What follows belongs to an exercise in optimizing a design on an open flow for small area, a short achievable clock period and few clock cycles; a production flow would make more cautious choices.
Where RTL was checked, it was by simulation tests only, not by an equivalence proof against the original.

==> inputs of job 1153 <==
## TPU
module TPU
#(
    parameter ADDR_BITS = 12
)
(
    input  wire                  clk,
    input  wire                  rst_n,
    input  wire                  in_valid,
    input  wire [7:0]            K,
    input  wire [7:0]            M,
    input  wire [7:0]            N,
    output reg                   busy,
    output wire                  A_wr_en,
    output reg  [ADDR_BITS-1:0]  A_index,
    output wire [31:0]           A_data_in,
    input  wire [31:0]           A_data_out,
    output wire                  B_wr_en,
    output reg  [ADDR_BITS-1:0]  B_index,
    output wire [31:0]           B_data_in,
    input  wire [31:0]           B_data_out,
    output reg                   C_wr_en,
    output reg  [ADDR_BITS-1:0]  C_index,
    output wire [127:0]          C_data_in,
    input  wire [127:0]          C_data_out
);
Settings: LEC_CHECK=0, CAP_MARGIN=20, CORE_MARGIN=2, CORE_UTILIZATION=40, SLEW_MARGIN=20, SYNTH_HIERARCHICAL=1; clock period 10.0 ns.
standard.sh (not shown) runs the stock make flow with config.mk's settings and CLKGATE_MAP_FILE= SYNTH_SCRIPT=/design/flow/synth_recipe.tcl, a recipe that flattens the netlist after the stock synthesis.
==> flow/flow/run.sh <==
#!/bin/bash
# Layout: the standard ORFS flow, with timing repair asked to aim for a
# shorter period than the clock the design is constrained and signed off at,
# and the ports buffered with plain buffers.
set -euo pipefail
bash standard.sh \
    SETUP_SLACK_MARGIN=6.5 \
    "BUFFER_PORTS_ARGS=-buffer_cell sky130_fd_sc_hd__buf_4" \
    finish > standard_flow.log 2>&1
==> inputs of job 5220, as changes to job 1153 <==
--- a/flow/flow/run.sh
+++ b/flow/flow/run.sh
@@ -6,3 +6,3 @@
 bash standard.sh \
-    SETUP_SLACK_MARGIN=6.5 \
+    SETUP_SLACK_MARGIN=7.5 \
     "BUFFER_PORTS_ARGS=-buffer_cell sky130_fd_sc_hd__buf_4" \
- CORE_UTILIZATION: 40 -> 60
- PLACE_DENSITY: not set -> 0.72
==> flow_metrics.tcl <==
set metrics [dict create \
    rr_startpoint "array.g_row[3].g_col[0].pe.first" \
    post_drt_wl_per_cell_um 28.0 \
    cts.repair.resized 1371 \
    dieArea_um2 121000 \
    grt_pass1_wl_um 360000 \
    critPathLaunch "busy" \
    fin_cells 9135 \
    grt_start_max_net_pins 71 \
    dpl_worst_slack_ns 6.55 \
    via_per_inst 6.31 \
    status "no timing/DRC/antenna violations" \
    numCtsBuffers 133 \
    grt_use_met2_pct 61.0 \
]
(the above is from job 5220)
==> flow_metrics.tcl <==
set metrics [dict create \
    grt_use_met2_pct 34.5 \
    critPathLaunch "c_data[68]" \
    dieArea_um2 180000 \
    numCtsBuffers 138 \
    grt_pass1_wl_um 296000 \
    post_drt_wl_per_cell_um 20.7 \
    status "no timing/DRC/antenna violations" \
    rr_startpoint "array.g_row[2].g_col[1].pe.first" \
    cts.repair.resized 38 \
    fin_cells 9205 \
]
(the above is from job 1153)
Testbench counts of job 1153, summed over its fixed seeds: cycles 76,170.
Testbench counts of job 5220, summed over its fixed seeds: cycles 76,170.

---

==> inputs of lagoon <==
TPU, a different RTL version from the one above (not shown whole).
## TPU
module TPU
#(
    parameter ADDR_BITS = 12
)
(
    input  wire                  clk,
    input  wire                  rst_n,
    input  wire                  in_valid,
    input  wire [7:0]            K,
    input  wire [7:0]            M,
    input  wire [7:0]            N,
    output wire                  busy,
    output wire                  A_wr_en,
    output wire [ADDR_BITS-1:0]  A_index,
    output wire [31:0]           A_data_in,
    input  wire [31:0]           A_data_out,
    output wire                  B_wr_en,
    output wire [ADDR_BITS-1:0]  B_index,
    output wire [31:0]           B_data_in,
    input  wire [31:0]           B_data_out,
    output wire                  C_wr_en,
    output wire [ADDR_BITS-1:0]  C_index,
    output wire [127:0]          C_data_in,
    input  wire [127:0]          C_data_out
);
==> flow/config.mk <==
export PLATFORM = sky130hd
export DESIGN_NAME = TPU
export DESIGN_NICKNAME = TPU
export VERILOG_FILES = /design/flow/design.v
export SDC_FILE = /design/flow/constraint.sdc
export NUM_CORES = 4
export LEC_CHECK = 0
export CAP_MARGIN = 20
export CORE_MARGIN = 2
export CORE_UTILIZATION = 40
export SLEW_MARGIN = 20
export SYNTH_HIERARCHICAL = 1
==> flow/constraint.sdc <==
create_clock -name core_clock -period 10.0 [get_ports {clk}]
set_input_delay 2.0000 -clock core_clock [delete_from_list [all_inputs] [get_ports {clk}]]
set_output_delay 2.0000 -clock core_clock [all_outputs]
set_load 0.01 [all_outputs]
==> flow/flow/run.sh <==
#!/bin/bash
# Layout: the standard ORFS flow, with timing repair asked to aim for a
# shorter period than the clock the design is constrained and signed off at,
# and the ports buffered with plain buffers.
set -euo pipefail
bash standard.sh \
    SETUP_SLACK_MARGIN=6.7 \
    "BUFFER_PORTS_ARGS=-buffer_cell sky130_fd_sc_hd__buf_4" \
    finish > standard_flow.log 2>&1
==> quartz (differences from lagoon) <==
Settings changed: CORE_UTILIZATION 40 to 50, CTS_CLUSTER_DIAMETER set to 80, CTS_CLUSTER_SIZE set to 40.
==> reports/metrics.cfg <==
[cells_and_area]
drive_above_1_share_pct = 17.7
most-common-layout-cells = sky130_fd_sc_hd__dfxtp_1, sky130_fd_sc_hd__fa_1, sky130_fd_sc_hd__and2_1

[setup_path]
worst_ep_required_time_ps = 10610
critical_path_cell_sequence = buf_12 > mux4_1 > ha_4 > o21a_1 > o31a_1 > nor3_2 > o21ai_2 > a311o_1 > a21oi_4 > o311ai_4 > xnor2_4 > buf_12

[place]
place_area_sq_um = 74300

[clock_network]
ctsResizeCount = 211

[outcome]
run_status = no timing/DRC/antenna violations

[grt]
grt_start_max_net_pins = 47

[floorplanning]
floorplan.rows = 138

Source of the figures above: quartz

==> reports/metrics.cfg <==
[setup_path]
worst_ep_required_time_ps = 10690

[clock_network]
ctsResizeCount = 285

[outcome]
run_status = no timing/DRC/antenna violations

[grt]
grt_start_max_net_pins = 60

[cells_and_area]
most-common-layout-cells = sky130_fd_sc_hd__fa_1, sky130_fd_sc_hd__dfxtp_1, sky130_fd_sc_hd__and2_1

[floorplanning]
floorplan.rows = 154

Source of the figures above: lagoon

Function was not checked in any run of this note: the RTL went through the layout flow alone.

-- re-timing with driven ports --
How much do the figures lean on ideal ports? The routed layouts below were timed once more, with nothing changed but the port constraints.
Step 1 sets driving cells, clkbuf_16 on the clock port and buf_2 on the other inputs (assumed; they add their load-dependent delay and slew).
Step 2, shift: input delay + t, output delay - t, t = (earliest + latest rising clock arrival at the registers) / 2. This alone moves slack from input paths to output paths.
a / b / c = ideal ports / drivers / drivers and shift; a / b = the first two.
run | t (ns) | slack for setup (ns) | worst setup path at the end | slew at the worst register clock pin (ns)
job 1153 | 0.873 | 6.547 / 6.467 / 6.500 | input to register | 0.06 / 0.06
job 5220 | 0.835 | 6.579 / 6.495 / 6.803 | input to register | 0.07 / 0.07
lagoon | 0.868 | 6.603 / 6.603 / 6.083 | input to register | 0.06 / 0.06
quartz | 0.781 | 6.621 / 6.621 / 6.188 | input to register | 0.12 / 0.12
After both steps setup and hold are still met in every run listed. For lagoon, which loses most, drivers alone change the setup slack by 0.000 ns; drivers and shift together by -0.520 ns.
